From an optimization exercise on the open Yosys and OpenROAD flow, aimed at small area; shortcuts taken in it are not production practice. Function was checked by simulation only, so behaviour that the tests miss may differ from the original. Power and IR drop assume default switching activity.

### config.mk
export PLATFORM = sky130hd
export DESIGN_NAME = usb2_ulpi
export DESIGN_NICKNAME = usb2_ulpi
export VERILOG_FILES = /design/flow/design.v
export SDC_FILE = /design/flow/constraint.sdc
export NUM_CORES = 4
export LEC_CHECK = 0
export CAP_MARGIN = 20
export CORE_MARGIN = 2
export CORE_UTILIZATION = 40
export PLACE_DENSITY = 0.6
export SLEW_MARGIN = 20
### constraint.sdc
create_clock -name core_clock -period 10.0 [get_ports {phy_clk}]
set_input_delay 2.0000 -clock core_clock [delete_from_list [all_inputs] [get_ports {phy_clk}]]
set_output_delay 2.0000 -clock core_clock [all_outputs]
set_load 0.01 [all_outputs]
### design.v
module usb2_ulpi (
input	wire			reset_n,
output	wire			reset_local,
input	wire			opt_disable_all,
input	wire			opt_enable_hs,
input	wire			opt_ignore_vbus,
output	wire			stat_connected,
output	wire			stat_fs,
output	reg				stat_hs,
input	wire			phy_clk,
input	wire	[7:0]	phy_d_in,
output	wire	[7:0]	phy_d_out_mux,
output	wire			phy_d_oe,
input	wire			phy_dir,
output	wire			phy_stp,
input	wire			phy_nxt,
output	wire			pkt_out_act,
output	wire	[7:0]	pkt_out_byte,
output	wire			pkt_out_latch,
output	wire			pkt_in_cts,
output	wire			pkt_in_nxt,
input	wire	[7:0]	pkt_in_byte,
input	wire			pkt_in_latch,
input	wire			pkt_in_stp,
output	wire			se0_reset,
output	wire	[1:0]	dbg_linestate
);
	localparam		DCW = 8;			 
	localparam		WW = 12;			 
	localparam		N_DEB = 2000;		 
	localparam		N_SE0 = 710;		 
	localparam		N_CHIRP = 600;		 
	localparam [4:0]
		S_RST_0		= 5'd0,
		S_RST_1		= 5'd1,
		S_RST_2		= 5'd2,
		S_RST_3		= 5'd3,
		S_RST_4		= 5'd4,
		S_IDLE		= 5'd5,
		S_PKT_0		= 5'd6,
		S_PKT_1		= 5'd7,
		S_PKT_2		= 5'd8,
		S_CHIRP_0	= 5'd9,
		S_CHIRP_1	= 5'd10,
		S_CHIRP_2	= 5'd11,
		S_CHIRP_3	= 5'd12,
		S_CHIRP_4	= 5'd13,
		S_CHIRP_5	= 5'd14,
		S_X_PID		= 5'd15,	 
		S_X_NOPID	= 5'd16,	 
		S_RX_R4		= 5'd17,	 
		S_RX_I		= 5'd18,	 
		S_RX_C4		= 5'd19,	 
		S_W_RST		= 5'd24,	 
		S_W_A		= 5'd25,	 
		S_W_C0		= 5'd26,	 
		S_W_C4		= 5'd27,	 
		S_S_RST		= 5'd28,	 
		S_S_A		= 5'd29,
		S_S_C0		= 5'd30,
		S_S_C4		= 5'd31;
	localparam [2:0]
		K_00		= 3'd0,
		K_84		= 3'd1,
		K_8A		= 3'd2,
		K_40		= 3'd3,
		K_4P		= 3'd4,
		K_65		= 3'd5,
		K_50		= 3'd6;
	reg				reset_1, reset_2;
	reg				reset_ulpi;
	reg				opt_enable_hs_1, opt_enable_hs_2;
	reg				opt_ignore_vbus_1, opt_ignore_vbus_2;
	reg				phy_dir_1;
	reg		[2:0]	phy_d_k;
	reg				phy_d_f;
	reg				phy_d_sel;
	reg				phy_stp_out;
	reg		[1:0]	line_state;
	reg				vbus_valid;
	reg				rx_active;
	reg				vbus_valid_1;
	reg				know_recv_packet;
	reg		[3:0]	tx_pid;
	reg				pkt_in_latch_defer;
	reg				can_send;
	reg		[4:0]	state;
	reg		[DCW-1:0]	dc;
	reg		[WW-1:0]	dc_wrap;
	wire			dc_max = &dc;
	wire			dir_rise = phy_dir & ~phy_dir_1;
	wire			st_w = (state[4:2] == 3'b110);
	wire			st_s = (state[4:2] == 3'b111);
	wire			st_pkt = (state == S_PKT_1) | (state == S_PKT_2);
	assign	reset_local		= reset_n & reset_ulpi;
	assign	stat_connected	= vbus_valid;
	assign	stat_fs			= 1'b0;
	assign	dbg_linestate	= line_state;
	assign	se0_reset		= (dc_wrap == N_SE0);
	assign	phy_d_oe		= !phy_dir_1;
	assign	phy_stp			= phy_stp_out ^ pkt_in_stp;
	assign	pkt_out_act		= (rx_active | know_recv_packet) & phy_dir;
	assign	pkt_out_latch	= pkt_out_act & phy_nxt;
	assign	pkt_out_byte	= pkt_out_latch ? phy_d_in : 8'h0;
	assign	pkt_in_cts		= ~phy_dir & can_send;
	assign	pkt_in_nxt		= phy_nxt & st_pkt;
	reg		[7:0]	phy_d_out;
	always @(*) begin
		case (phy_d_k)
		K_84:		phy_d_out = 8'h84;
		K_8A:		phy_d_out = 8'h8A;
		K_40:		phy_d_out = 8'h40;
		K_4P:		phy_d_out = {4'h4, tx_pid};
		K_65:		phy_d_out = 8'h65;
		K_50:		phy_d_out = 8'h50;
		default:	phy_d_out = 8'h00;
		endcase
	end
	assign	phy_d_out_mux	= phy_d_sel ? pkt_in_byte : phy_d_out;
	reg		[2:0]	k_next;
	always @(*) begin
		k_next = K_00;
		case (state)
		S_W_RST:	k_next = phy_nxt ? K_65 : phy_d_f ? K_84 : K_00;
		S_W_A:		k_next = phy_nxt ? K_00 : phy_d_f ? K_8A : K_00;
		S_W_C0:		k_next = phy_nxt ? K_50 : phy_d_f ? K_84 : K_00;
		S_W_C4:		k_next = phy_nxt ? K_40 : phy_d_f ? K_84 : K_00;
		S_PKT_1:	k_next = K_4P;
		S_PKT_2:	k_next = pkt_in_stp ? K_00 : K_4P;
		S_CHIRP_2:	k_next = (phy_nxt | phy_d_f) ? K_00 : K_40;
		default:	k_next = K_00;
		endcase
	end
	reg		[4:0]	st_next;
	always @(*) begin
		st_next = state;
		case (state)
		S_RST_0:	st_next = opt_disable_all ? S_RST_0 : S_RST_1;
		S_RST_1:	if (~phy_dir & (dc_wrap == N_DEB)) st_next = S_W_RST;
		S_RST_2:	if (phy_dir) st_next = S_RST_3; else if (dc_max) st_next = S_RST_0;
		S_RST_3:	if (phy_dir) st_next = S_RX_R4;
		S_RST_4:	st_next = S_W_A;
		S_IDLE: begin
			if (dir_rise) st_next = S_RX_I;
			else if (pkt_in_latch | pkt_in_latch_defer) st_next = S_PKT_0;
			else if (se0_reset & opt_enable_hs_2) st_next = S_CHIRP_0;
		end
		S_RX_R4:	if (~phy_dir) st_next = S_RST_4;
		S_RX_I:		if (~phy_dir) st_next = S_IDLE;
		S_RX_C4:	if (~phy_dir) st_next = S_CHIRP_4;
		S_W_RST, S_W_A, S_W_C0, S_W_C4:
					if (phy_nxt) st_next = {3'b111, state[1:0]};
		S_S_RST:	st_next = S_RST_2;
		S_S_A:		st_next = S_IDLE;
		S_S_C0:		st_next = S_CHIRP_1;
		S_S_C4:		st_next = S_CHIRP_5;
		S_PKT_0:	st_next = S_X_PID;
		S_X_PID:	st_next = S_PKT_1;
		S_PKT_1:	if (phy_nxt) st_next = S_PKT_2;
		S_PKT_2:	if (pkt_in_stp) st_next = S_IDLE;
		S_CHIRP_0:	st_next = S_W_C0;
		S_CHIRP_1:	st_next = S_X_NOPID;
		S_X_NOPID:	st_next = S_CHIRP_2;
		S_CHIRP_2:	if (phy_nxt & (dc_wrap == N_CHIRP)) st_next = S_CHIRP_3;
		S_CHIRP_3:	if (dir_rise) st_next = S_RX_C4;
		S_CHIRP_4:	if (~phy_dir & (phy_d_in == 8'h0)) st_next = S_W_C4;
		S_CHIRP_5:	st_next = S_IDLE;
		default:	st_next = S_RST_0;
		endcase
	end
	wire	st_rst0 = (state == S_RST_0);
	wire	st_idle = (state == S_IDLE);
	wire	st_rx = (state == S_RX_R4) | (state == S_RX_I) | (state == S_RX_C4);
	wire	vbus_drop = ~opt_ignore_vbus_2 & ~vbus_valid & vbus_valid_1;
always @(posedge phy_clk) begin
	{reset_2, reset_1} <= {reset_1, reset_n};
	{opt_enable_hs_2, opt_enable_hs_1} <= {opt_enable_hs_1, opt_enable_hs};
	{opt_ignore_vbus_2, opt_ignore_vbus_1} <= {opt_ignore_vbus_1, opt_ignore_vbus};
	vbus_valid_1 <= vbus_valid & ~st_rst0;
	phy_dir_1 <= phy_dir | st_rst0;
	if (st_rst0 | (st_idle & dir_rise))
		dc <= 0;
	else
		dc <= dc + 1'b1;
	phy_stp_out <= st_s | ((state == S_CHIRP_2) & phy_nxt & (dc_wrap == N_CHIRP));
	phy_d_k <= st_rst0 ? K_00 : k_next;
	phy_d_f <= st_w | ((state == S_CHIRP_2) & (phy_d_f | phy_nxt));
	if (st_rst0 | ((state == S_PKT_2) & pkt_in_stp))
		pkt_in_latch_defer <= 1'b0;
	else if (pkt_in_latch)
		pkt_in_latch_defer <= 1'b1;
	if (st_rst0 | (state == S_PKT_0))
		can_send <= 1'b0;
	else if (st_idle)
		can_send <= ~dir_rise;
	if (st_rst0)
		stat_hs <= 1'b0;
	else if (state == S_CHIRP_5)
		stat_hs <= 1'b1;
	if (state == S_PKT_0)
		tx_pid <= pkt_in_byte[3:0];
	if (st_rst0 | (state == S_CHIRP_1) | (st_idle & (line_state != 2'b00)))
		dc_wrap <= 0;
	else if (dc_max & ((state == S_RST_1) | st_idle | ((state == S_CHIRP_2) & phy_nxt)))
		dc_wrap <= dc_wrap + 1'b1;
	state <= st_next;
	if (~reset_2) begin
		state <= S_RST_0;
		reset_ulpi <= 1'b0;
		line_state <= 2'b00;
		vbus_valid <= 1'b0;
		rx_active <= 1'b0;
		know_recv_packet <= 1'b0;
		phy_d_sel <= 1'b0;
	end else begin
		if (state == S_RST_1) reset_ulpi <= 1'b1;
		if (st_rx & ~phy_nxt) begin
			line_state <= phy_d_in[1:0];
			vbus_valid <= &phy_d_in[3:2];
			rx_active <= phy_d_in[4];
		end
		if (st_idle) know_recv_packet <= dir_rise & phy_nxt;
		if ((state == S_PKT_1) & phy_nxt) phy_d_sel <= 1'b1;
		else if ((state == S_PKT_2) & pkt_in_stp) phy_d_sel <= 1'b0;
	end
	if (vbus_drop) begin
		reset_ulpi <= 1'b0;
		state <= S_RST_0;
	end
end
endmodule
### run.sh
#!/bin/bash
# synth_recipe.tcl (not shown) runs the flow's synth.tcl, then flattens the netlist and writes it again
# the make line also repeats each setting of config.mk as NAME=value (left out here)
make -C /OpenROAD-flow-scripts/flow DESIGN_CONFIG=/design/flow/config.mk WORK_HOME=/design/flow/orfs CLKGATE_MAP_FILE= SYNTH_SCRIPT=/design/flow/synth_recipe.tcl finish
==> metrics.md, run 1 <==
| Metric | Value |
|---|---|
| Status | no timing/DRC/antenna violations |
| Crit-path slowest cell | clkdlybuf4s50_1 |
| CP delay by family, top | buffers and inverters |
| Post-CTS Setup Inserts | 0 |
| Setup Crit Path Kind | in -> out |
| Die width | 89.68 um |
| Layout cell share with drive strength beyond 1 | 4.177% |
| Nets | 435 |
| Detailed Routing Iterations Pass 1 | 4 |
| Largest net degree at the start of global routing | 32 |
| Antenna violations before repair | 0 |
| Initial Util | 40.92% |
| Worst slew margin | 34.41% |
| Pre-CTS setup slack | 4.127 ns |
| PwrDens | 180.4 nW/um2 |
| Port bufs | 52 |
| CP Capture Type | output pin |
| Vias/cell | 5.340 |
| Final Wtd Congestion | 0.8663 |
| Crit path capture | pkt_in_nxt |
| Clock slew at reported path FFs | 0.10 ns |
| Max Transition Viols Final | 0 |
| Worst reg-to-reg path cell count | 6 |
| Critical path's most frequent cell | clkdlybuf4s50_1 |
| Die area | 8043 um2 |
| Synth Net Count | 395 |
| Clock power frac | 19.6% |
| Synthesis-to-finish area growth | 22.97% |
| Mapped Avg Cell Area | 8.023 um2 |
| Post-cts repair resize count | 0 |
| Worst vdd ir | 0.1685 mV |
| H-tree depth | 2 |
| WP data required | 8.00 ns |
| CP startpoint kind | input port |
| Final Hold Fails | 0 |
| Mapped Area | 2937 um2 |
| Mapped Cells | 366 |
| Worst-Skew Late Latency | 0.31 ns |
| CTS tree | done |
| WL final | 7380 um |
| Buf/Inv on CP | 2 |
| Number of diodes | 0 |
| Crit path from | phy_nxt |
| Worst-margin pin slew | 0.9763 ns |
| DR DRC count | 0 |
| Switching Fraction | 41.59% |
| Multi-input logic area | 1725 um2 |
| Fill count | 716 |
| Worst-path fanout max | 22 |
| Register area share after synthesis | 36.81% |
| Most common cell after layout, fill and taps aside | clkdlybuf4s50_1 |
| Die H | 89.68 um |
| FFs w/ async S/R, synth | 0% |
| First-pass GRT wire length | 11870 um |
| Psw | 0.0002709 W |
| Netlist cell types | 57 |
| Clock buffer depth | 2 |
| Root Buffer Master | clkbuf_8 |
| Core Region | 7176 um2 |
| Aggregate global routing overflow | 0 |
| # hold bufs at CTS | 0 |
| Post-DP Area | 3515 um2 |
| #FFs+latches synth | 52 |
| Vias | 2702 |
| RSZ-0062 raised after global routing | no |
| Critical path depth | 3 |
| Post-route cell area | 3611 um2 |
| Boundary Pins | 54 |
| Clock skew | 0.004534 ns |
| Clock sink count | 52 |
| Setup TNS | 0 ns |
| Sequential Power Share | 38.9% |
| GR Util All Layers | 18.86% |
| Crit path cell chain | clkdlybuf4s50_1 -> a21boi_0 -> clkdlybuf4s50_1 |
| HP Class | reg -> reg |
| Slowest Stage Delay on Critical Path | 0.95 ns |
| Reg area | 1081 um2 |
| WP data arrival | 3.82 ns |
| FMAX | 171.9 MHz |
| Number of max-cap violations | 0 |
| CTS buffer count | 5 |
| Synth Flop Type | dfxtp_1 |
| Antenna viol nets, final | 0 |
| Worst reg2reg path startpoint | state[4]$_SDFFE_PP0P_ |
| Post-route setup slack | 4.183 ns |
| Wire per inst | 14.58 um |
| Post-DP HPWL | 5437 um |
| Period Utilization, post-route | 58.17% |
| Final Setup Violations | 0 |
| Leakage | 1.238 nW |
| Logic pwr share | 41.5% |
| Iteration-0 DRC Markers | 236 |
| Post-synth EDFFs | 4 |
| FF-to-FF setup slack | 7.45 ns |
| Fin crit period | 5.817 ns |
| Cell Int Power | 0.0003804 W |
| Vias in the first global route | 2394 |
| Reg2Reg Capture Point | state[0]$_SDFFE_PP0P_ |
| Row cnt | 31 |
| Hold Crit Depth | 0 |
| Ys Warns | 1 |
| Commonest cells after routing, fill and taps aside | clkdlybuf4s50_1 (52), dfxtp_1 (48), nor2_1 (45), nand2_1 (31), a21oi_1 (23) |
synthesized netlist by cell type (9+ instances only):
| library cell | count | share of area [%] |
|---|---|---|
| o21ai_0 | 15 | 2.6 |
| nor2b_1 | 10 | 2.1 |
| nor2_1 | 45 | 5.8 |
| a21oi_1 | 23 | 3.9 |
| nor3_1 | 12 | 2.0 |
| inv_1 | 11 | 1.4 |
| nand3_1 | 14 | 2.4 |
| clkbuf_1 | 17 | 2.2 |
| dfxtp_1 | 48 | 33 |
| xor2_1 | 9 | 2.7 |
| nand2_1 | 31 | 4.0 |
| and3_1 | 12 | 2.6 |
| xnor2_1 | 9 | 2.7 |
state kept, by name, summed over array words and instances, names as in the netlist, 2 cells and up:
register    count
dc_wrap        12
state           5
dc              8
tx_pid          4
line_state      2
phy_d_k         3
power groups by stage:
stage	clock network, W	logic (W)	registers [W]
after floorplan	0	0.000204	0.000243
after global placement	0	0.000270	0.000257
after detailed placement	0	0.000268	0.000258
after CTS	0.000133	0.000270	0.000253
after global routing	0.000142	0.000300	0.000256
final	0.000128	0.000270	0.000253
stage by stage:
| stage | power, W | utilization (%) | std cells | hold slack [ns] |
|---|---|---|---|---|
| floorplan | 0.0004472 | - | 366 | 0.3096 |
| global placement | 0.0005270 | 48.98 | 498 | 0.3099 |
| detailed placement | 0.0005262 | 48.98 | 498 | 0.3138 |
| CTS | 0.0006561 | 50.32 | 506 | 0.3394 |
| global route | 0.0006978 | 50.32 | 506 | 0.3566 |
| finish | 0.0006513 | 50.32 | 506 | 0.3353 |
kinds of logic after synthesis:
| family | share of synthesized area (%) |
|---|---|
| buffers and inverters | 4.431 |
| other | 0.1277 |
| AO/OA/AOI/OAI | 18.58 |
| AND/OR/NAND/NOR | 30.59 |
| adder cells (fa/ha/maj) | 1.704 |
| flip-flops | 36.81 |
| XOR/XNOR | 5.369 |
| multiplexers | 2.386 |
area by class of cell:
cell class / instances / share of cell area [%]
clock buffer: 5 / 1.906
clock inverter: 3 / 0.7623
inverter: 11 / 1.143
multi-input combinational: 281 / 47.78
sequential: 52 / 29.94
tap: 99 / 3.430
timing repair buffer: 55 / 15.04
how the worst min path moves through the flow:
stage                                    from                         to
finish              opt_ignore_vbus_1$_DFF_P_  opt_ignore_vbus_2$_DFF_P_
global route                  reset_1$_DFF_P_            reset_2$_DFF_P_
CTS                           reset_1$_DFF_P_            reset_2$_DFF_P_
detailed placement            reset_1$_DFF_P_            reset_2$_DFF_P_
global placement              reset_1$_DFF_P_            reset_2$_DFF_P_
floorplan             opt_enable_hs_1$_DFF_P_    opt_enable_hs_2$_DFF_P_
layer usage:
layer | track usage [%] | up-vias | wire length (um)
li1 | - | 1386 | -
met1 | 27.39 | 1237 | 3559
met2 | 29.01 | 70 | 3343
met3 | 2.742 | 9 | 385
met4 | 5.427 | 0 | 92
met5 | 0 | - | 0
==> run 2, diff against run 1 <==
==> flow/run.sh (new file) <==
#!/bin/bash
# Standard ORFS layout, with buf_1 as the port buffer cell.
set -euo pipefail
bash standard.sh "BUFFER_PORTS_ARGS=-buffer_cell sky130_fd_sc_hd__buf_1" finish > standard_flow.log 2>&1
==> standard.sh (new file) <==
#!/bin/bash
# synth_recipe.tcl (not shown) runs the flow's synth.tcl, then flattens the netlist and writes it again
# the make line also repeats each setting of config.mk as NAME=value (left out here)
make -C /OpenROAD-flow-scripts/flow DESIGN_CONFIG=/design/flow/config.mk WORK_HOME=/design/flow/orfs CLKGATE_MAP_FILE= SYNTH_SCRIPT=/design/flow/synth_recipe.tcl "${@:-finish}"
removed: run.sh
==> metrics.md, run 2 <==
| Metric | Value |
|---|---|
| Detail Route met2 WL | 3191 um (-4.5%) |
| Worst-Skew Late Latency | 0.32 ns (about the same) |
| Largest net degree at the start of global routing | 32 (unchanged) |
| Critical hold path startpoint | opt_enable_hs_1$_DFF_P_ |
| Leakage | 1.119 nW (-9.6%) |
| XOR/XNOR Fraction of Synth Area | 5.369% (unchanged) |
| Worst-margin pin slew | 0.7819 ns (-0.1944 ns) |
| Nets | 438 (+0.69%) |
| Hold Crit Depth | 0 (unchanged) |
| Vias/cell | 5.375 (+0.66%) |
| WP data required | 8.00 ns (about the same) |
| WL final | 7196 um (-2.5%) |
| Ys Warns | 1 (unchanged) |
| Post-CTS Setup Inserts | 0 (unchanged) |
| Final Setup Violations | 0 (unchanged) |
| Share of the synthesized area in the top cell type | 32.72% (unchanged) |
| Synthesis-to-finish area growth | 12.31% |
| Sequential Power Share | 38.1% (-0.8 points) |
| #FFs+latches synth | 52 (unchanged) |
| Port bufs | 52 (unchanged) |
| DR DRC count | 0 (unchanged) |
| Worst slew margin | 46.52% (+12 points) |
| Placed insts | 500 (+0.40%) |
| CTS buffer count | 5 (unchanged) |
| Logic pwr share | 42.7% (+1.2 points) |
| Clock power frac | 19.2% (-0.4 points) |
| Wire per inst | 14.14 um (-3.1%) |
| Largest register FFs | 12 (unchanged) |
| CP Capture Type | output pin |
| Fin crit period | 5.075 ns (-0.7424 ns) |
| Hold slack final | 0.3281 ns (-0.007190 ns) |
| PwrDens | 193.8 nW/um2 (+7.4%) |
| FFs w/ async S/R, synth | 0% (unchanged) |
| Compound-Gate Fraction of Synth Area | 18.58% (unchanged) |
| Initial Util | 40.92% (unchanged) |
| DR top layer | met4 |
| Period Utilization, post-route | 50.75% (-7.4 points) |
| Setup TNS | 0 ns (unchanged) |
| Top Registers | dc_wrap: 12 flops, dc: 8 flops, state: 5 flops |
| Synth area leaders | dfxtp_1 (33%), nor2_1 (5.8%), edfxtp_1 (4.1%) |
| WP data arrival | 3.07 ns (-0.75 ns) |
| Mapped Avg Cell Area | 8.023 um2 (unchanged) |
| Max Transition Viols Final | 0 (unchanged) |
| Root Buffer Master | clkbuf_8 |
| Die area | 8043 um2 (unchanged) |
| Setup Crit Path Kind | in -> out |
| Final Hold Fails | 0 (unchanged) |
| Detailed Routing Iterations Pass 1 | 5 (+1) |
| Commonest cells post-synth | dfxtp_1 (48), nor2_1 (45), nand2_1 (31) |
| Wire length on met1 | 3512 um (-1.3%) |
| Vias in the first global route | 2366 (-1.2%) |
| Clock skew | 0.01132 ns (+0.006785 ns) |
| Cell Int Power | 0.0003687 W (-3.1%) |
| Die H | 89.68 um (unchanged) |
| Post-cts repair resize count | 0 (unchanged) |
| Switching Fraction | 42.31% (+0.72 points) |
| Post-synth EDFFs | 4 (unchanged) |
| Met3 wire len | 390 um (+1.3%) |
| Post-DP HPWL | 5149 um (-5.3%) |
| Boundary Pins | 54 (unchanged) |
| Yosys top cell by area | dfxtp_1 |
| FMAX | 197.1 MHz (+15%) |
| Row cnt | 31 (unchanged) |
| Mapped Cells | 366 (unchanged) |
| GR Util All Layers | 18.38% (-0.48 points) |
| Status | no timing/DRC/antenna violations |
| Worst-path fanout max | 10 (-55%) |
| Psw | 0.0002704 W (-0.18%) |
| Clock sink count | 52 (unchanged) |
| CTS tree | done |
| Number of diodes | 0 (unchanged) |
| Most common cell in the netlist | dfxtp_1 |
| Worst vdd ir | 0.1063 mV (-37%) |
| Layout cell share with drive strength beyond 1 | 4.634% (+0.46 points) |
| Die width | 89.68 um (unchanged) |
| Antenna violations before repair | 0 (unchanged) |
| FF-to-FF setup slack | 7.56 ns (+0.11 ns) |
| Final Wtd Congestion | 0.8870 (+2.4%) |
| Post-synthesis simple-gate area fraction | 30.59% (unchanged) |
| RSZ-0062 raised after global routing | no |
| Vias | 2736 (+1.3%) |
| Antenna viol nets, final | 0 (unchanged) |
| Core Region | 7176 um2 (unchanged) |
| Synth Net Count | 395 (unchanged) |
| H-tree depth | 2 (unchanged) |
| Most common cell after layout, fill and taps aside | buf_1 |
| Synth Area in Adders | 1.704% (unchanged) |
| HP Class | reg -> reg |
| Clock buffer depth | 2 (unchanged) |
| Iteration-0 DRC Markers | 312 (+32%) |
| Register area share after synthesis | 36.81% (unchanged) |
| Fill count | 719 (+0.42%) |
| Largest family of logic cells by synthesized area | simple AND/OR/NAND/NOR gates |
| CP startpoint kind | input port |
| Largest Register | dc_wrap |
| Post-Layout Cell Count | 509 (+0.59%) |
| Reg2Reg Capture Point | dc_wrap[1]$_SDFFE_PP0P_ |
| Commonest cells after routing, fill and taps aside | buf_1 (52), dfxtp_1 (48), nor2_1 (45), nand2_1 (31), a21oi_1 (23) |
| Aggregate global routing overflow | 0 (unchanged) |
| # hold bufs at CTS | 0 (unchanged) |
| Worst reg2reg path startpoint | state[0]$_SDFFE_PP0P_ |
| Post-synthesis mux area share | 2.386% (unchanged) |
| Clock slew at reported path FFs | 0.09 ns (about the same) |
| Hold Path End | opt_enable_hs_2$_DFF_P_ |
| Mapped Area | 2937 um2 (unchanged) |
| First-pass GRT wire length | 11560 um (-2.6%) |
| Number of max-cap violations | 0 (unchanged) |
| Netlist cell types | 57 (unchanged) |
| Synth Flop Type | dfxtp_1 |
| Worst reg-to-reg path cell count | 5 (-1) |
==> run 2: cell families (layout without fill, tap and decap cells) <==
family / count (synthesis) / after routing
AOI/OAI and AO/OA: 81 / 81
xor gates and xnor gates: 18 / 18
adders and majority gates: 4 / 4
buffers and inverters: 33 / 77
DFF: 52 / 52
muxes: 7 / 7
other: 1 / 1
and+or+nand+nor: 170 / 170
==> run 2: power groups by stage <==
stage               clock [W]  combinational, W  sequential (W)
floorplan                   0          0.000204        0.000243
global placement            0          0.000263        0.000248
detailed placement          0          0.000266        0.000248
CTS                  0.000127          0.000266        0.000243
global route         0.000135          0.000306        0.000246
finish               0.000122          0.000273        0.000244
==> run 2: critical path: stages <==
cell and delay, ns:
buf_1 0.39, o21a_1 0.34, and3_1 0.19, buf_1 0.16
==> run 2: how the worst max path moves through the flow <==
stage,start,to,slack [ns],cells past startpoint
global placement,phy_dir,pkt_out_byte[6],4.97,4
finish,phy_dir,pkt_out_byte[6],4.93,4
global route,phy_dir,pkt_out_byte[6],4.76,4
detailed placement,phy_dir,pkt_out_byte[6],4.91,4
CTS,phy_dir,pkt_out_byte[6],4.90,4
floorplan,phy_nxt,pkt_in_nxt,5.20,3
==> run 2: through the flow <==
stage	total power [W]	worst slack, ns	area, um2	util [%]
6_report	0.0006391	4.925	3298	45.96
5_1_grt	0.0006864	4.757	3298	45.96
4_1_cts	0.0006364	4.902	3293	45.89
3_5_place_dp	0.0005140	4.908	3204	44.66
3_3_place_gp	0.0005117	4.967	3204	44.66
2_1_floorplan	0.0004472	5.201	2937	-
==> run 2: layout make-up <==
class	instances	area, um2	share of cell area, %
clock buffer	6	72.57	2.200
tap	99	123.9	3.756
multi-input combinational	281	1725	52.31
timing repair buffer	58	237.7	7.208
inverter	11	41.29	1.252
sequential	52	1081	32.78
clock inverter	2	16.27	0.4932
==> run 2: metal layers <==
layer	GRT usage, %	vias up
met3	3.565	9
met1	26.74	1241
li1	-	1389
met2	27.34	97
met5	0	-
met4	5.834	0
==> run 3, diff against run 2 <==
--- a/design.v
+++ b/design.v
@@ -28,2 +28,3 @@
 	localparam		DCW = 8;			 
+	localparam [DCW-1:0] DC_TAPS = 8'b10111000;	 
 	localparam		WW = 12;			 
@@ -89,3 +90,14 @@
 	reg		[WW-1:0]	dc_wrap;
-	wire			dc_max = &dc;
+	wire			dc_z = ~|dc[DCW-2:0];
+	wire			dc_fb = ^(dc & DC_TAPS) ^ dc_z;
+	wire			dc_max = dc[DCW-1] & dc_z;
+	wire	[WW:0]	wr_c;
+	wire			wr_en;
+	assign	wr_c[0] = wr_en;
+	genvar gi;
+	generate
+		for (gi = 0; gi < WW; gi = gi + 1) begin : g_wr
+			assign wr_c[gi+1] = wr_c[gi] & dc_wrap[gi];
+		end
+	endgenerate
 	wire			dir_rise = phy_dir & ~phy_dir_1;
@@ -173,2 +185,3 @@
 	wire	st_rx = (state == S_RX_R4) | (state == S_RX_I) | (state == S_RX_C4);
+	assign	wr_en = dc_max & ((state == S_RST_1) | st_idle | ((state == S_CHIRP_2) & phy_nxt));
 	wire	vbus_drop = ~opt_ignore_vbus_2 & ~vbus_valid & vbus_valid_1;
@@ -183,3 +196,3 @@
 	else
-		dc <= dc + 1'b1;
+		dc <= {dc[DCW-2:0], dc_fb};
 	phy_stp_out <= st_s | ((state == S_CHIRP_2) & phy_nxt & (dc_wrap == N_CHIRP));
@@ -203,4 +216,4 @@
 		dc_wrap <= 0;
-	else if (dc_max & ((state == S_RST_1) | st_idle | ((state == S_CHIRP_2) & phy_nxt)))
-		dc_wrap <= dc_wrap + 1'b1;
+	else
+		dc_wrap <= dc_wrap ^ wr_c[WW-1:0];
 	state <= st_next;
--- a/config.mk
+++ b/config.mk
@@ -10,2 +10,3 @@
 export CORE_UTILIZATION = 40
+export CTS_BUF_LIST = sky130_fd_sc_hd__clkbuf_8
 export PLACE_DENSITY = 0.6
==> metrics.md, run 3 <==
| Metric | Value |
|---|---|
| Status | no timing/DRC/antenna violations |
| Clock slew at reported path FFs | 0.09 ns (about the same) |
| Final Setup Violations | 0 (unchanged) |
| FMAX | 199.5 MHz (+1.2%) |
| Initial Util | 41.34% (+0.41 points) |
| Post-Layout Cell Count | 468 (-8.1%) |
| Clock skew | 0.007995 ns (-0.003324 ns) |
| Number of max-cap violations | 0 (unchanged) |
| Synthesis-to-finish area growth | 12.45% |
| Share of the synthesized area in the top cell type | 34.03% (+1.3 points) |
| #FFs+latches synth | 52 (unchanged) |
| Crit path cell chain | buf_1 -> nor3b_1 -> buf_1 |
| Clock sink count | 52 (unchanged) |
| RSZ-0062 raised after global routing | no |
| Number of diodes | 0 (unchanged) |
| Setup TNS | 0 ns (unchanged) |
| Final Hold Fails | 0 (unchanged) |
| Iteration-0 DRC Markers | 242 (-22%) |
| Worst-path fanout max | 22 (+12) |
| CP startpoint kind | input port |
| Wire per inst | 13.84 um (-2.1%) |
| Most common cell in the netlist | dfxtp_1 |
| Antenna violations before repair | 0 (unchanged) |
| Final Wtd Congestion | 0.8941 (+0.80%) |
| Clock buffer depth | 2 (unchanged) |
| Antenna viol nets, final | 0 (unchanged) |
| H-tree depth | 2 (unchanged) |
| Period Utilization, post-route | 50.13% (-0.62 points) |
| Worst-Skew Late Latency | 0.31 ns (about the same) |
| Layout cell share with drive strength beyond 1 | 5.914% (+1.3 points) |
| First-pass GRT wire length | 10870 um (-6.0%) |
| Vias in the first global route | 2270 (-4.1%) |
| Commonest cells after routing, fill and taps aside | buf_1 (52), dfxtp_1 (48), nor2_1 (27), nand2_1 (27), nor2b_1 (22) |
| Yosys top cell by area | dfxtp_1 |
| Largest net degree at the start of global routing | 28 (-13%) |
| Worst vdd ir | 0.06940 mV (-35%) |
| CP delay by family, top | buffers and inverters |
| Boundary Pins | 54 (unchanged) |
| Leakage | 1.203 nW (+7.5%) |
| Crit-path slowest cell | buf_1 |
| WP data arrival | 3.01 ns (-0.06 ns) |
| Fin crit period | 5.013 ns (-0.06190 ns) |
| Vias | 2480 (-9.4%) |
| Setup Crit Path Kind | in -> out |
| Most common cell after layout, fill and taps aside | buf_1 |
| Critical path's most frequent cell | buf_1 |
| Max Transition Viols Final | 0 (unchanged) |
| WP data required | 8.00 ns (about the same) |
| Mapped Cells | 328 (-10%) |
| CP Capture Type | output pin |
| Row cnt | 30 (-3.2%) |
| Ys Warns | 1 (unchanged) |
| # hold bufs at CTS | 0 (unchanged) |
| GR Util All Layers | 17.93% (-0.45 points) |
| Die area | 7748 um2 (-3.7%) |
| Synth area leaders | dfxtp_1 (34%), ha_1 (5.3%), nor2b_1 (4.9%) |
| Placed insts | 460 (-8.0%) |
| Detailed Routing Iterations Pass 1 | 4 (-1) |
| Worst slew margin | 45.58% (-0.94 points) |
| Pre-CTS setup slack | 4.914 ns (+0.006100 ns) |
| Post-route cell area | 3176 um2 (-3.7%) |
| Die H | 88.03 um (-1.8%) |
| Root Buffer Master | clkbuf_8 |
| Post-DP HPWL | 4753 um (-7.7%) |
| Post-CTS Setup Inserts | 0 (unchanged) |
| HP Class | reg -> reg |
| Largest register FFs | 12 (unchanged) |
| Commonest cells post-synth | dfxtp_1 (48), nand2_1 (27), nor2_1 (27) |
| Nets | 408 (-6.8%) |
| Register area share after synthesis | 38.28% (+1.5 points) |
| Worst-margin pin slew | 0.8151 ns (+0.03319 ns) |
| CTS buffer count | 5 (unchanged) |
| Netlist cell types | 61 (+7.0%) |
| Largest Register | dc_wrap |
| Synth Net Count | 365 (-7.6%) |
| DR DRC count | 0 (unchanged) |
| Aggregate global routing overflow | 0 (unchanged) |
| PwrDens | 212.9 nW/um2 (+9.9%) |
| Synth Flop Type | dfxtp_1 |
| Post-synth EDFFs | 4 (unchanged) |
| Mapped Avg Cell Area | 8.610 um2 (+7.3%) |
| Mapped Area | 2824 um2 (-3.8%) |
| Post-DP Area | 3078 um2 (-3.9%) |
| CTS tree | done |
| Post-route setup slack | 4.987 ns (+0.06190 ns) |
| Port bufs | 52 (unchanged) |
| Top Registers | dc_wrap: 12 flops, dc: 8 flops, state: 5 flops |
| Buf/Inv on CP | 2 (unchanged) |
| Vias/cell | 5.299 (-1.4%) |
| Die width | 88.03 um (-1.8%) |
| WL final | 6479 um (-10%) |
| FFs w/ async S/R, synth | 0% (unchanged) |
| Slowest Stage Delay on Critical Path | 0.56 ns (+0.17 ns) |
| Post-cts repair resize count | 0 (unchanged) |
| Core Region | 6832 um2 (-4.8%) |
[run 3: cell type report]
cell class,count,area (um2)
repair buffers,56,225.2
clock buffers,6,82.58
flip-flops and latches,52,1081
inverters,6,22.52
multi-input cells,250,1629
well taps,96,120.1
fillers,710,3656
clock inverters,2,15.01
[run 3: final timing paths]
kind	start	endpoint	slack, ns	depth (start not counted)
setup / recovery	phy_nxt	pkt_in_nxt	4.99	3
hold / removal	opt_ignore_vbus_1$_DFF_P_	opt_ignore_vbus_2$_DFF_P_	0.33	0
setup reg to reg	state[0]$_SDFFE_PP0P_	dc_wrap[10]$_SDFF_PP0_	6.30	14
hold reg to reg	opt_ignore_vbus_1$_DFF_P_	opt_ignore_vbus_2$_DFF_P_	0.33	0
[run 3: logic make-up (layout without fill, tap and decap cells)]
family                   after synthesis  count (layout)  synth area share (%)
AO/OA/AOI/OAI                         66              66                 16.26
XOR/XNOR                               7               7                 2.171
adder cells (fa/ha/maj)               12              12                 5.317
buffers and inverters                 26              70                 4.032
flip-flops                            52              52                 38.28
multiplexers                           6               6                 2.171
other                                  1               1                0.1328
AND/OR/NAND/NOR                      158             158                 31.64
[run 3: power by group]
part           internal, W  switching [W]  total [W]  leakage [nW]
Clock            0.0000561      0.0000705   0.000127        0.0434
Combinational     0.000111       0.000169   0.000280         0.732
Sequential        0.000237      0.0000321   0.000270         0.428
Total             0.000405       0.000271   0.000676          1.20
[run 3: worst reg2reg max path: cells and delay by family, from the launching register on]
kind / cells / cell delay (ns)
flip-flops: 1 / 0.82
buffers and inverters: 1 / 0.54
adder cells (fa/ha/maj): 11 / 1.67
AND/OR/NAND/NOR: 2 / 0.55
[run 3: metrics by stage]
step           hold slack (ns)  total power [W]  util (%)
6_report                0.3338        0.0006760     46.48
5_1_grt                 0.3418        0.0007261     46.48
4_1_cts                 0.3346        0.0006791     46.48
3_5_place_dp            0.3121        0.0005510     45.05
3_3_place_gp            0.3107        0.0005524     45.05
2_1_floorplan           0.3096        0.0004869         -
[run 3: layer usage]
| layer | part of all wire [%] | vias up | track usage (%) |
|---|---|---|---|
| li1 | - | 1256 | - |
| met1 | 46 | 1125 | 24.33 |
| met2 | 45 | 88 | 28.24 |
| met3 | 6.5 | 11 | 3.205 |
| met4 | 2.3 | 0 | 7.438 |
| met5 | 0 | - | 0 |
==> run 4, diff against run 3 <==
==> flow/run.sh (replaced) <==
#!/bin/bash
# Standard ORFS layout (the standard.sh), with two changes:
#  - port buffers use the smallest buffer cell (buf_1),
#  - CTS does not add dummy load cells.
set -euo pipefail
bash standard.sh \
  "BUFFER_PORTS_ARGS=-buffer_cell sky130_fd_sc_hd__buf_1" \
  "CTS_ARGS=-sink_clustering_enable -repair_clock_nets -dont_use_dummy_load" \
  finish > standard_flow.log 2>&1
--- a/config.mk
+++ b/config.mk
@@ -10,3 +10,2 @@
 export CORE_UTILIZATION = 40
-export CTS_BUF_LIST = sky130_fd_sc_hd__clkbuf_8
 export PLACE_DENSITY = 0.6
==> metrics.md, run 4 <==
| Metric | Value |
|---|---|
| Status | no timing/DRC/antenna violations |
| Largest register FFs | 12 (unchanged) |
| Crit-path slowest cell | buf_1 |
| Die area | 7748 um2 (unchanged) |
| Worst-margin pin slew | 0.8343 ns (+0.01917 ns) |
| Worst slew margin | 44.30% (-1.3 points) |
| Critical path's most frequent cell | buf_1 |
| Reg area | 1081 um2 (unchanged) |
| Core Region | 6832 um2 (unchanged) |
| WL final | 6457 um (-0.34%) |
| Synthesis-to-finish area growth | 11.43% |
| Pre-CTS setup slack | 4.914 ns (unchanged) |
| Mapped Cells | 328 (unchanged) |
| Nets | 408 (unchanged) |
| Die width | 88.03 um (unchanged) |
| Vias in the first global route | 2257 (-0.57%) |
| Clock skew | 0.01542 ns (+0.007429 ns) |
| #FFs+latches synth | 52 (unchanged) |
| Mapped Avg Cell Area | 8.610 um2 (unchanged) |
| Commonest cells after routing, fill and taps aside | buf_1 (52), dfxtp_1 (48), nor2_1 (27), nand2_1 (27), nor2b_1 (22) |
| Largest Register | dc_wrap |
| Logic pwr share | 42.5% (+1.1 points) |
| Post-DP HPWL | 4753 um (unchanged) |
| DR DRC count | 0 (unchanged) |
| Most common cell in the netlist | dfxtp_1 |
| Sequential Power Share | 41.0% (+1.1 points) |
| Wire length on met1 | 3016 um (+0.43%) |
| Fin crit period | 5.016 ns (+0.003340 ns) |
| Initial Util | 41.34% (unchanged) |
| Worst-path fanout max | 22 (unchanged) |
| WP data required | 8.00 ns (about the same) |
| WP data arrival | 3.02 ns (about the same) |
| Number of max-cap violations | 0 (unchanged) |
| CTS tree | done |
| Wire per inst | 13.89 um (+0.30%) |
| Final Wtd Congestion | 0.8941 (unchanged) |
| Worst-Skew Late Latency | 0.31 ns (about the same) |
| Crit path cell chain | buf_1 -> nor3b_1 -> buf_1 |
| Boundary Pins | 54 (unchanged) |
| Post-route setup slack | 4.984 ns (-0.003340 ns) |
| Yosys top cell by area | dfxtp_1 |
| Root Buffer Master | clkbuf_8 |
| Post-CTS Setup Inserts | 0 (unchanged) |
| Layout cell share with drive strength beyond 1 | 5.149% (-0.76 points) |
| CTS buffer count | 5 (unchanged) |
| Psw | 0.0002640 W (-2.6%) |
| Clock buffer depth | 2 (unchanged) |
| First-pass GRT wire length | 10830 um (-0.31%) |
| Worst vdd ir | 0.06941 mV (about the same) |
| DR top layer | met4 |
| Setup Crit Path Kind | in -> out |
| Met3 wire len | 464 um (+11%) |
| Register area share after synthesis | 38.28% (unchanged) |
| Commonest cells post-synth | dfxtp_1 (48), nand2_1 (27), nor2_1 (27) |
| Multi-input logic area | 1629 um2 (unchanged) |
| Antenna viol nets, final | 0 (unchanged) |
| Worst reg-to-reg path cell count | 16 (+2) |
| Antenna violations before repair | 0 (unchanged) |
| FMAX | 199.4 MHz (about the same) |
| Post-DP Area | 3078 um2 (unchanged) |
| Netlist cell types | 61 (unchanged) |
| HP Class | reg -> reg |
| Post-route cell area | 3147 um2 (-0.91%) |
| Cell Int Power | 0.0003941 W (-2.7%) |
| Fill count | 711 (+0.14%) |
| Clock power frac | 16.5% (-2.2 points) |
| Post-layout util | 46.06% (-0.42 points) |
| Synth Flop Type | dfxtp_1 |
| Hold Crit Depth | 0 (unchanged) |
| RSZ-0062 raised after global routing | no |
| GR Util All Layers | 17.93% (unchanged) |
| H-tree depth | 2 (unchanged) |
| Mapped Area | 2824 um2 (unchanged) |
| Clock sink count | 52 (unchanged) |
| Placed insts | 460 (unchanged) |
| Detail Route met2 WL | 2850 um (-2.0%) |
| Post-synth EDFFs | 4 (unchanged) |
| Post-Layout Cell Count | 465 (-0.64%) |
| CP startpoint kind | input port |
| Max Transition Viols Final | 0 (unchanged) |
| Switching Fraction | 40.12% (about the same) |
| CP delay by family, top | buffers and inverters |
| FFs w/ async S/R, synth | 0% (unchanged) |
| Post-cts repair resize count | 0 (unchanged) |
| Synth Net Count | 365 (unchanged) |
| Aggregate global routing overflow | 0 (unchanged) |
| Number of diodes | 0 (unchanged) |
| Critical path depth | 3 (unchanged) |
| Vias/cell | 5.310 (+0.20%) |
| Final Hold Fails | 0 (unchanged) |
| Final Setup Violations | 0 (unchanged) |
| Buf/Inv on CP | 2 (unchanged) |
| Port bufs | 52 (unchanged) |
| Period Utilization, post-route | 50.16% (about the same) |
| Largest net degree at the start of global routing | 28 (unchanged) |
| Row cnt | 30 (unchanged) |
| Vias | 2469 (-0.44%) |
| Slowest Stage Delay on Critical Path | 0.57 ns (about the same) |
| Setup TNS | 0 ns (unchanged) |
| Clock slew at reported path FFs | 0.07 ns (-0.02 ns) |
| Top Registers | dc_wrap: 12 flops, dc: 8 flops, state: 5 flops |
| Synth area leaders | dfxtp_1 (34%), ha_1 (5.3%), nor2b_1 (4.9%) |
| Die H | 88.03 um (unchanged) |
| Share of the synthesized area in the top cell type | 34.03% (unchanged) |
| Leakage | 1.195 nW (-0.62%) |
| # hold bufs at CTS | 0 (unchanged) |
| Detailed Routing Iterations Pass 1 | 4 (unchanged) |
| PwrDens | 209.1 nW/um2 (-1.7%) |
| CP Capture Type | output pin |
| Ys Warns | 1 (unchanged) |
| Most common cell after layout, fill and taps aside | buf_1 |
| Iteration-0 DRC Markers | 228 (-5.8%) |
-- run 4: cell counts after synthesis --
Identical to the previous run, type by type.
-- run 4: cell families (layout without fill, tap and decap cells) --
kind of cell               after synthesis  count (layout)  share of synthesized area, %
buffers and inverters                   26              67                         4.032
other                                    1               1                        0.1328
muxes                                    6               6                         2.171
AOI/OAI and AO/OA                       66              66                         16.26
xor gates and xnor gates                 7               7                         2.171
DFF                                     52              52                         38.28
and+or+nand+nor                        158             158                         31.64
adders and majority gates               12              12                         5.317
-- run 4: worst reg2reg max path: stages (launching register included) --
cell,delay [ns]
dfxtp_1,0.87
nand2_1,0.37
nor3b_1,0.27
nor2_1,0.06
nor4_1,0.22
ha_1,0.21
ha_1,0.14
ha_1,0.14
ha_1,0.14
ha_1,0.14
ha_1,0.13
ha_1,0.14
ha_1,0.14
ha_1,0.14
ha_1,0.14
ha_1,0.21
nor2b_1,0.12
-- run 4: power groups by stage --
stage | Clock [W] | Sequential, W | Combinational, W
after global routing | 0.000121 | 0.000274 | 0.000311
after detailed placement | 0 | 0.000273 | 0.000278
after floorplan | 0 | 0.000255 | 0.000231
final | 0.000108 | 0.000270 | 0.000280
after global placement | 0 | 0.000274 | 0.000279
after CTS | 0.000112 | 0.000269 | 0.000279
-- run 4: final timing paths --
check	from	endpoint	slack, ns
max	phy_nxt	pkt_in_nxt	4.98
min	opt_ignore_vbus_1$_DFF_P_	opt_ignore_vbus_2$_DFF_P_	0.33
max reg2reg	state[1]$_SDFFE_PP0P_	dc_wrap[10]$_SDFF_PP0_	6.30
min reg2reg	opt_ignore_vbus_1$_DFF_P_	opt_ignore_vbus_2$_DFF_P_	0.33
-- run 4: stage by stage --
step / hold WS, ns / power, W
2_1_floorplan: 0.3096 / 0.0004869
3_3_place_gp: 0.3107 / 0.0005524
3_5_place_dp: 0.3121 / 0.0005510
4_1_cts: 0.3308 / 0.0006601
5_1_grt: 0.3411 / 0.0007064
6_report: 0.3303 / 0.0006581
-- run 4: routing by layer --
metal,GRT usage [%],up-vias
li1,-,1241
met1,24.45,1114
met2,28.58,103
met3,3.110,11
met4,6.612,0
met5,0,-
-- run 4: cell type report --
cell class | instances | area share, %
sequential | 52 | 34.35
tap | 96 | 3.817
clock buffer | 5 | 2.187
inverter | 6 | 0.7157
timing repair buffer | 56 | 7.157
multi-input combinational | 250 | 51.77
==> run 5, diff against run 4 <==
--- a/design.v
+++ b/design.v
@@ -35,10 +35,10 @@
 		S_RST_0		= 5'd0,
-		S_RST_1		= 5'd1,
+		S_RST_1		= 5'd18,
 		S_RST_2		= 5'd2,
-		S_RST_3		= 5'd3,
-		S_RST_4		= 5'd4,
-		S_IDLE		= 5'd5,
-		S_PKT_0		= 5'd6,
-		S_PKT_1		= 5'd7,
-		S_PKT_2		= 5'd8,
+		S_RST_3		= 5'd5,
+		S_RST_4		= 5'd12,
+		S_IDLE		= 5'd3,
+		S_PKT_0		= 5'd19,
+		S_PKT_1		= 5'd14,
+		S_PKT_2		= 5'd17,
 		S_CHIRP_0	= 5'd9,
@@ -46,10 +46,10 @@
 		S_CHIRP_2	= 5'd11,
-		S_CHIRP_3	= 5'd12,
+		S_CHIRP_3	= 5'd4,
 		S_CHIRP_4	= 5'd13,
-		S_CHIRP_5	= 5'd14,
+		S_CHIRP_5	= 5'd7,
 		S_X_PID		= 5'd15,	 
 		S_X_NOPID	= 5'd16,	 
-		S_RX_R4		= 5'd17,	 
-		S_RX_I		= 5'd18,	 
-		S_RX_C4		= 5'd19,	 
+		S_RX_R4		= 5'd8,	 
+		S_RX_I		= 5'd1,	 
+		S_RX_C4		= 5'd6,	 
 		S_W_RST		= 5'd24,	 
@@ -65,6 +65,6 @@
 		K_84		= 3'd1,
-		K_8A		= 3'd2,
+		K_8A		= 3'd5,
 		K_40		= 3'd3,
 		K_4P		= 3'd4,
-		K_65		= 3'd5,
+		K_65		= 3'd2,
 		K_50		= 3'd6;
@@ -103,4 +103,4 @@
 	wire			dir_rise = phy_dir & ~phy_dir_1;
-	wire			st_w = (state[4:2] == 3'b110);
-	wire			st_s = (state[4:2] == 3'b111);
+	wire			st_w = (state == S_W_RST) | (state == S_W_A) | (state == S_W_C0) | (state == S_W_C4);
+	wire			st_s = (state == S_S_RST) | (state == S_S_A) | (state == S_S_C0) | (state == S_S_C4);
 	wire			st_pkt = (state == S_PKT_1) | (state == S_PKT_2);
@@ -162,4 +162,6 @@
 		S_RX_C4:	if (~phy_dir) st_next = S_CHIRP_4;
-		S_W_RST, S_W_A, S_W_C0, S_W_C4:
-					if (phy_nxt) st_next = {3'b111, state[1:0]};
+		S_W_RST:	if (phy_nxt) st_next = S_S_RST;
+		S_W_A:		if (phy_nxt) st_next = S_S_A;
+		S_W_C0:		if (phy_nxt) st_next = S_S_C0;
+		S_W_C4:		if (phy_nxt) st_next = S_S_C4;
 		S_S_RST:	st_next = S_RST_2;
==> flow/run.sh (replaced) <==
#!/bin/bash
# Own layout flow:
#  1. the standard synthesis, unchanged (standard.sh synth).
#  2. The combinational logic of that netlist is re-mapped by ABC with an
#     area-oriented script (flow/reabc.abc); the flip-flops are kept as
#     black boxes, so every register keeps its name and cell type.
#  3. The rest of the standard ORFS flow (standard.sh finish), with port
#     buffers of the smallest buffer cell (buf_1) and no CTS dummy loads.
# Each tool's output goes to a log file of its own in this folder.
set -euo pipefail
W=$(pwd)
R=$W/orfs/results/$FLOW_PLATFORM/usb2_ulpi/base
LIB=$FLOW_HOME/platforms/$FLOW_PLATFORM/lib/sky130_fd_sc_hd__tt_025C_1v80.lib
YOSYS=$FLOW_HOME/../tools/install/yosys/bin/yosys
[[ -x $YOSYS ]] || YOSYS=yosys
DONT_USE="sky130_fd_sc_hd__lpflow_bleeder_1 sky130_fd_sc_hd__lpflow_clkbufkapwr_1 sky130_fd_sc_hd__lpflow_clkbufkapwr_16 sky130_fd_sc_hd__lpflow_clkbufkapwr_2 sky130_fd_sc_hd__lpflow_clkbufkapwr_4 sky130_fd_sc_hd__lpflow_clkbufkapwr_8 sky130_fd_sc_hd__lpflow_clkinvkapwr_1 sky130_fd_sc_hd__lpflow_clkinvkapwr_16 sky130_fd_sc_hd__lpflow_clkinvkapwr_2 sky130_fd_sc_hd__lpflow_clkinvkapwr_4 sky130_fd_sc_hd__lpflow_clkinvkapwr_8 sky130_fd_sc_hd__lpflow_decapkapwr_12 sky130_fd_sc_hd__lpflow_decapkapwr_3 sky130_fd_sc_hd__lpflow_decapkapwr_4 sky130_fd_sc_hd__lpflow_decapkapwr_6 sky130_fd_sc_hd__lpflow_decapkapwr_8 sky130_fd_sc_hd__lpflow_inputiso0n_1 sky130_fd_sc_hd__lpflow_inputiso0p_1 sky130_fd_sc_hd__lpflow_inputiso1n_1 sky130_fd_sc_hd__lpflow_inputiso1p_1 sky130_fd_sc_hd__lpflow_inputisolatch_1 sky130_fd_sc_hd__lpflow_isobufsrc_1 sky130_fd_sc_hd__lpflow_isobufsrc_16 sky130_fd_sc_hd__lpflow_isobufsrc_2 sky130_fd_sc_hd__lpflow_isobufsrc_4 sky130_fd_sc_hd__lpflow_isobufsrc_8 sky130_fd_sc_hd__lpflow_isobufsrckapwr_16 sky130_fd_sc_hd__lpflow_lsbuf_lh_hl_isowell_tap_1 sky130_fd_sc_hd__lpflow_lsbuf_lh_hl_isowell_tap_2 sky130_fd_sc_hd__lpflow_lsbuf_lh_hl_isowell_tap_4 sky130_fd_sc_hd__lpflow_lsbuf_lh_isowell_4 sky130_fd_sc_hd__lpflow_lsbuf_lh_isowell_tap_1 sky130_fd_sc_hd__lpflow_lsbuf_lh_isowell_tap_2 sky130_fd_sc_hd__lpflow_lsbuf_lh_isowell_tap_4 sky130_fd_sc_hd__probe_p_8 sky130_fd_sc_hd__probec_p_8 "
DU_ARGS=""
for c in $DONT_USE; do DU_ARGS="$DU_ARGS -dont_use $c"; done

bash standard.sh synth > standard_synth.log 2>&1
cp $R/1_2_yosys.v $W/1_2_yosys_standard.v

$YOSYS -p "read_liberty -ignore_miss_func $LIB; read_verilog $W/1_2_yosys_standard.v; hierarchy -top $FLOW_TOP; blackbox sky130_fd_sc_hd__*df* sky130_fd_sc_hd__*dl* sky130_fd_sc_hd__*sdf*; flatten; opt -purge; abc -liberty $LIB $DU_ARGS -script $W/flow/reabc.abc; hilomap -singleton -hicell sky130_fd_sc_hd__conb_1 HI -locell sky130_fd_sc_hd__conb_1 LO; opt_clean -purge; stat -liberty $LIB; write_verilog -noattr $W/1_2_yosys_reabc.v" > reabc_yosys.log 2>&1
cp $W/1_2_yosys_reabc.v $R/1_2_yosys.v
touch $R/1_2_yosys.v

bash standard.sh \
  "BUFFER_PORTS_ARGS=-buffer_cell sky130_fd_sc_hd__buf_1" \
  "CTS_ARGS=-sink_clustering_enable -repair_clock_nets -dont_use_dummy_load" \
  finish > standard_finish.log 2>&1
==> flow/reabc.abc (new file) <==
strash
&get -n
&deepsyn -T 20
&put
map -a
topo
==> metrics.md, run 5 <==
| Metric | Value |
|---|---|
| Status | no timing/DRC/antenna violations |
| CTS buffer count | 5 (unchanged) |
| Post-route setup slack | 4.829 ns (-0.1549 ns) |
| Fin crit period | 5.171 ns (+0.1549 ns) |
| Largest net degree at the start of global routing | 16 (-43%) |
| Root Buffer Master | clkbuf_8 |
| Number of diodes | 0 (unchanged) |
| Nets | 432 (+5.9%) |
| Clock slew at reported path FFs | 0.09 ns (+0.02 ns) |
| Clock power frac | 17.4% (+0.9 points) |
| Vias/cell | 4.873 (-8.2%) |
| Ys Warns | 1 (unchanged) |
| PwrDens | 220.8 nW/um2 (+5.6%) |
| Row cnt | 28 (-6.7%) |
| Commonest cells after routing, fill and taps aside | clkinv_1 (76), nor2_1 (74), buf_1 (52), dfxtp_1 (48), nand2_1 (47) |
| WP data arrival | 3.17 ns (+0.15 ns) |
| Antenna violations before repair | 0 (unchanged) |
| HP Class | reg -> reg |
| Clock skew | 0.01880 ns (+0.003373 ns) |
| Multi-input logic area | 1035 um2 (-36%) |
| Number of max-cap violations | 0 (unchanged) |
| Worst-path fanout max | 9 (-59%) |
| Worst vdd ir | 0.08391 mV (+21%) |
| Switching Fraction | 42.25% (+2.1 points) |
| Die width | 81.48 um (-7.4%) |
| WL final | 5896 um (-8.7%) |
| Leakage | 0.9699 nW (-19%) |
| CTS tree | done |
| Reg area | 1081 um2 (unchanged) |
| Mapped Cells | 348 (+6.1%) |
| Sequential Power Share | 42.1% (+1.1 points) |
| Aggregate global routing overflow | 0 (unchanged) |
| Placed insts | 475 (+3.3%) |
| Port bufs | 52 (unchanged) |
| Max Transition Viols Final | 0 (unchanged) |
| Antenna viol nets, final | 0 (unchanged) |
| Vias | 2339 (-5.3%) |
| Top Registers | dc_wrap: 12 flops, dc: 8 flops, state: 5 flops |
| Cell Int Power | 0.0003518 W (-11%) |
| Fill count | 630 (-11%) |
| Die area | 6638 um2 (-14%) |
| Iteration-0 DRC Markers | 118 (-48%) |
| # hold bufs at CTS | 0 (unchanged) |
| CP delay by family, top | buffers and inverters |
| Largest Register | dc_wrap |
| Die H | 81.48 um (-7.4%) |
| Pre-CTS setup slack | 4.827 ns (-0.08713 ns) |
| Post-Layout Cell Count | 480 (+3.2%) |
| Setup Crit Path Kind | in -> out |
| FMAX | 193.4 MHz (-3.0%) |
| First-pass GRT wire length | 9597 um (-11%) |
| Clock sink count | 52 (unchanged) |
| Logic pwr share | 40.6% (-1.9 points) |
| Final Hold Fails | 0 (unchanged) |
| Crit-path slowest cell | clkinv_1 |
| Synthesis-to-finish area growth | 14.90% |
| Post-DP HPWL | 4769 um (+0.33%) |
| Synth Net Count | 373 (+2.2%) |
| GR Util All Layers | 18.69% (+0.76 points) |
| Final Setup Violations | 0 (unchanged) |
| Core Region | 5851 um2 (-14%) |
| Post-CTS Setup Inserts | 0 (unchanged) |
| DR DRC count | 0 (unchanged) |
| Detailed Routing Iterations Pass 1 | 4 (unchanged) |
| Boundary Pins | 54 (unchanged) |
| Worst-margin pin slew | 0.9940 ns (+0.1597 ns) |
| Buf/Inv on CP | 3 (+1) |
| RSZ-0062 raised after global routing | no |
| Most common cell after layout, fill and taps aside | clkinv_1 |
| Worst slew margin | 33.04% (-11 points) |
| Worst-Skew Late Latency | 0.30 ns (about the same) |
| Clock buffer depth | 2 (unchanged) |
| Setup TNS | 0 ns (unchanged) |
| WP data required | 8.00 ns (about the same) |
| Vias in the first global route | 2081 (-7.8%) |
| Final Wtd Congestion | 0.8952 (+0.12%) |
| Wire per inst | 12.28 um (-12%) |
| CP Capture Type | output pin |
| Post-cts repair resize count | 0 (unchanged) |
| Mapped Avg Cell Area | 6.900 um2 (-20%) |
| CP startpoint kind | input port |
| Largest register FFs | 12 (unchanged) |
| Period Utilization, post-route | 51.71% (+1.5 points) |
| Mapped Area | 2401 um2 (-15%) |
| Slowest Stage Delay on Critical Path | 0.25 ns (-0.32 ns) |
| Layout cell share with drive strength beyond 1 | 1.481% (-3.7 points) |
| Crit path cell chain | buf_1 -> clkinv_1 -> nor2_1 -> nand2_1 -> nor2_1 -> buf_1 |
| Psw | 0.0002574 W (-2.5%) |
| Initial Util | 41.04% (-0.30 points) |
| H-tree depth | 2 (unchanged) |
## run 5: metal layers
metal / vias up / wire (um) / share of wire [%] / GRT usage [%]
met5: - / 0 / 0 / 0
met2: 44 / 2860 / 49 / 31.07
li1: 1251 / - / - / -
met4: 0 / 85 / 1.4 / 6.102
met3: 9 / 238 / 4.0 / 3.956
met1: 1035 / 2712 / 46 / 24.18
## run 5: layout make-up
type                    count  share of cell area [%]
inverters                  76                   10.34
multi-input cells         220                   37.51
flip-flops and latches     52                   39.18
well taps                  75                   3.401
clock buffers               5                   2.494
repair buffers             52                   7.075
## run 5: worst paths after layout
kind	from	end	slack, ns	cells past startpoint
worst max-delay path	phy_dir	pkt_out_byte[2]	4.83	6
worst min register to register	opt_ignore_vbus_1$_DFF_P_	opt_ignore_vbus_2$_DFF_P_	0.33	0
worst min-delay path	opt_ignore_vbus_1$_DFF_P_	opt_ignore_vbus_2$_DFF_P_	0.33	0
worst max register to register	state[0]$_SDFFE_PP0P_	dc_wrap[11]$_SDFF_PP0_	6.32	21
## run 5: through the flow
stage	utilization, %	cell area [um2]	hold WS, ns	total power [W]
floorplan	-	2401	0.3096	0.0004343
global placement	45.98	2690	0.3106	0.0005096
detailed placement	45.98	2690	0.3179	0.0005071
CTS	47.16	2759	0.3408	0.0006147
global route	47.16	2759	0.3449	0.0006584
finish	47.16	2759	0.3301	0.0006092
## run 5: power groups by stage
stage                     Combinational, W  Clock (W)  Sequential [W]
after global routing              0.000279   0.000120        0.000260
after CTS                         0.000247   0.000112        0.000256
after floorplan                   0.000179          0        0.000255
after global placement            0.000249          0        0.000261
final                             0.000247   0.000106        0.000256
after detailed placement          0.000247          0        0.000261
## run 5: worst register-to-register path: cells and delay by family (launching register included)
kind                   cells  cell delay [ns]
AND/OR/NAND/NOR           12             2.09
buffers and inverters      6             0.67
flip-flops                 1             0.41
AO/OA/AOI/OAI              3             0.39
==> run 6, diff against run 5 <==
==> flow/reabc.abc (replaced) <==
strash
&get -n
&deepsyn -T 90
&put
dch
amap
topo
==> metrics.md, run 6 <==
| Metric | Value |
|---|---|
| FMAX | 193.9 MHz (+0.26%) |
| Final Setup Violations | 0 (unchanged) |
| Aggregate global routing overflow | 0 (unchanged) |
| Die width | 79.91 um (-1.9%) |
| Clock sink count | 52 (unchanged) |
| GR Util All Layers | 19.14% (+0.45 points) |
| Boundary Pins | 54 (unchanged) |
| Post-layout util | 48.13% (+0.97 points) |
| Post-cts repair resize count | 0 (unchanged) |
| Final Hold Fails | 0 (unchanged) |
| Core Region | 5540 um2 (-5.3%) |
| FF-to-FF setup slack | 6.03 ns (-0.29 ns) |
| CTS tree | done |
| Synthesis-to-finish area growth | 15.69% |
| Iteration-0 DRC Markers | 166 (+41%) |
| Setup TNS | 0 ns (unchanged) |
| Row cnt | 27 (-3.6%) |
| Ys Warns | 1 (unchanged) |
| Detailed Routing Iterations Pass 1 | 7 (+3) |
| Mapped Avg Cell Area | 7.786 um2 (+13%) |
| Number of max-cap violations | 0 (unchanged) |
| Layout cell share with drive strength beyond 1 | 1.695% (+0.21 points) |
| Max Transition Viols Final | 0 (unchanged) |
| First-pass GRT wire length | 9591 um (about the same) |
| DR DRC count | 0 (unchanged) |
| Worst-Skew Late Latency | 0.30 ns (about the same) |
| Post-DP Area | 2597 um2 (-3.4%) |
| CP Capture Type | output pin |
| Top Registers | dc_wrap: 12 flops, dc: 8 flops, state: 5 flops |
| Worst reg-to-reg path cell count | 18 (-14%) |
| Initial Util | 41.60% (+0.56 points) |
| Busiest grt layer | met2 |
| Clock buffer depth | 2 (unchanged) |
| Status | no timing/DRC/antenna violations |
| Hold Crit Depth | 0 (unchanged) |
| Worst slew margin | 35.01% (+2.0 points) |
| Commonest cells after routing, fill and taps aside | nor2_1 (60), buf_1 (52), clkinv_1 (48), dfxtp_1 (48), o21ai_0 (20) |
| Worst-margin pin slew | 0.9626 ns (-0.03136 ns) |
| Largest register FFs | 12 (unchanged) |
| Die area | 6385 um2 (-3.8%) |
| Critical hold path startpoint | opt_ignore_vbus_1$_DFF_P_ |
| Met3 Usage GRT | 5.430% (+1.5 points) |
| Final Wtd Congestion | 0.9136 (+2.1%) |
| Clock skew | 0.01579 ns (-0.003012 ns) |
| Met1 usage | 26.82% (+2.6 points) |
| Fin crit period | 5.157 ns (-0.01355 ns) |
| Nets | 381 (-12%) |
| Mapped Area | 2305 um2 (-4.0%) |
| Antenna viol nets, final | 0 (unchanged) |
| Antenna violations before repair | 0 (unchanged) |
| Mapped Cells | 296 (-15%) |
| Hold Path End | opt_ignore_vbus_2$_DFF_P_ |
| Root Buffer Master | clkbuf_8 |
| Die H | 79.91 um (-1.9%) |
| PwrDens | 211.5 nW/um2 (-4.2%) |
| H-tree depth | 2 (unchanged) |
| Vias/cell | 5.310 (+9.0%) |
| Post-Layout Cell Count | 426 (-11%) |
| Placed insts | 421 (-11%) |
| Post-DP HPWL | 4484 um (-6.0%) |
| # hold bufs at CTS | 0 (unchanged) |
| Number of diodes | 0 (unchanged) |
| WL final | 5654 um (-4.1%) |
| Overall power | 0.0005639 W (-7.4%) |
| WP data required | 8.00 ns (about the same) |
| Reg2Reg Capture Point | dc_wrap[11]$_SDFF_PP0_ |
| Post-CTS Setup Inserts | 0 (unchanged) |
| Worst-path fanout max | 8 (-1) |
| Worst vdd ir | 0.09626 mV (+15%) |
| Setup Crit Path Kind | in -> out |
| Clock slew at reported path FFs | 0.07 ns (-0.02 ns) |
| Post-route cell area | 2666 um2 (-3.4%) |
| HP Class | reg -> reg |
| CTS buffer count | 5 (unchanged) |
| Largest net degree at the start of global routing | 16 (unchanged) |
| RSZ-0062 raised after global routing | no |
| Wire per inst | 13.27 um (+8.1%) |
| Vias | 2262 (-3.3%) |
| Largest Register | dc_wrap |
| WP data arrival | 3.16 ns (about the same) |
| Worst reg2reg path startpoint | state[3]$_SDFFE_PP0P_ |
| M2 GR Usage | 28.25% (-2.8 points) |
| CP startpoint kind | input port |
| Port bufs | 52 (unchanged) |
| Synth Net Count | 321 (-14%) |
| Leakage | 0.9147 nW (-5.7%) |
| Vias in the first global route | 2043 (-1.8%) |
| Most common cell after layout, fill and taps aside | nor2_1 |
| Period Utilization, post-route | 51.57% (-0.14 points) |
run 6: worst max path at each step:
stage | end | slack, ns | from
after floorplan | pkt_out_byte[0] | 5.23 | phy_nxt
after global placement | pkt_out_byte[4] | 4.92 | phy_nxt
after detailed placement | pkt_out_byte[4] | 4.85 | phy_nxt
after CTS | pkt_out_byte[4] | 4.85 | phy_nxt
after global routing | pkt_out_byte[4] | 4.72 | phy_nxt
final | pkt_out_byte[4] | 4.84 | phy_nxt
run 6: stage by stage:
stage / hold WS (ns) / worst slack [ns]
2_1_floorplan: 0.3096 / 5.229
3_3_place_gp: 0.3098 / 4.919
3_5_place_dp: 0.3144 / 4.854
4_1_cts: 0.3358 / 4.855
5_1_grt: 0.3392 / 4.725
6_report: 0.3306 / 4.843
run 6: layer usage:
metal,share of wire [%],vias up
met5,0,-
met4,1.7,0
met3,7.4,8
met2,42,92
met1,48,1008
li1,-,1154
run 6: critical path: stages:
cell	delay, ns
buf_1	0.20
clkinv_1	0.26
nor2_1	0.21
clkinv_1	0.18
nor2_1	0.14
buf_1	0.16
run 6: layout make-up:
cell class	count	area, um2
tap	72	90.09
clock buffer	5	68.82
multi-input combinational	196	1044
inverter	48	180.2
sequential	52	1081
timing repair buffer	53	202.7
fill	591	2874
run 6: power breakdown:
part	internal (W)	total, W	switching, W
clock	0.0000452	0.000105	0.0000596
combinational	0.0000669	0.000200	0.000134
sequential	0.000236	0.000259	0.0000222

[separate check: timing with driven ports]
In the flow no input, the clock included, has a driving cell. The finished layouts below were timed again as built, in two steps.
Step 1, drivers: a clkbuf_16 drives phy_clk and a buf_2 each remaining input, both assumed.
Step 2 times the ports against the registers' clock, not the clock port: input delays grow and output delays shrink by t, the midpoint of the rising clock arrivals with the driver on.
Slacks: no drivers / after step 1 / after step 2; pairs: no drivers / after step 1.
run | t, ns | slack for setup (ns) | worst setup path at the end
run 1 | 0.341 | 4.183 / 4.157 / 4.157 | input to output
run 2 | 0.337 | 4.925 / 4.899 / 4.899 | input to output
run 3 | 0.334 | 4.987 / 4.963 / 4.929 | input to register
run 4 | 0.332 | 4.984 / 4.960 / 4.922 | input to register
run 5 | 0.327 | 4.829 / 4.808 / 4.808 | input to output
run 6 | 0.325 | 4.843 / 4.820 / 4.820 | input to output
After both steps setup and hold are still met in every run listed. The setup slack of run 4, which loses most, moves by -0.024 ns with the drivers and by -0.062 ns with both steps.
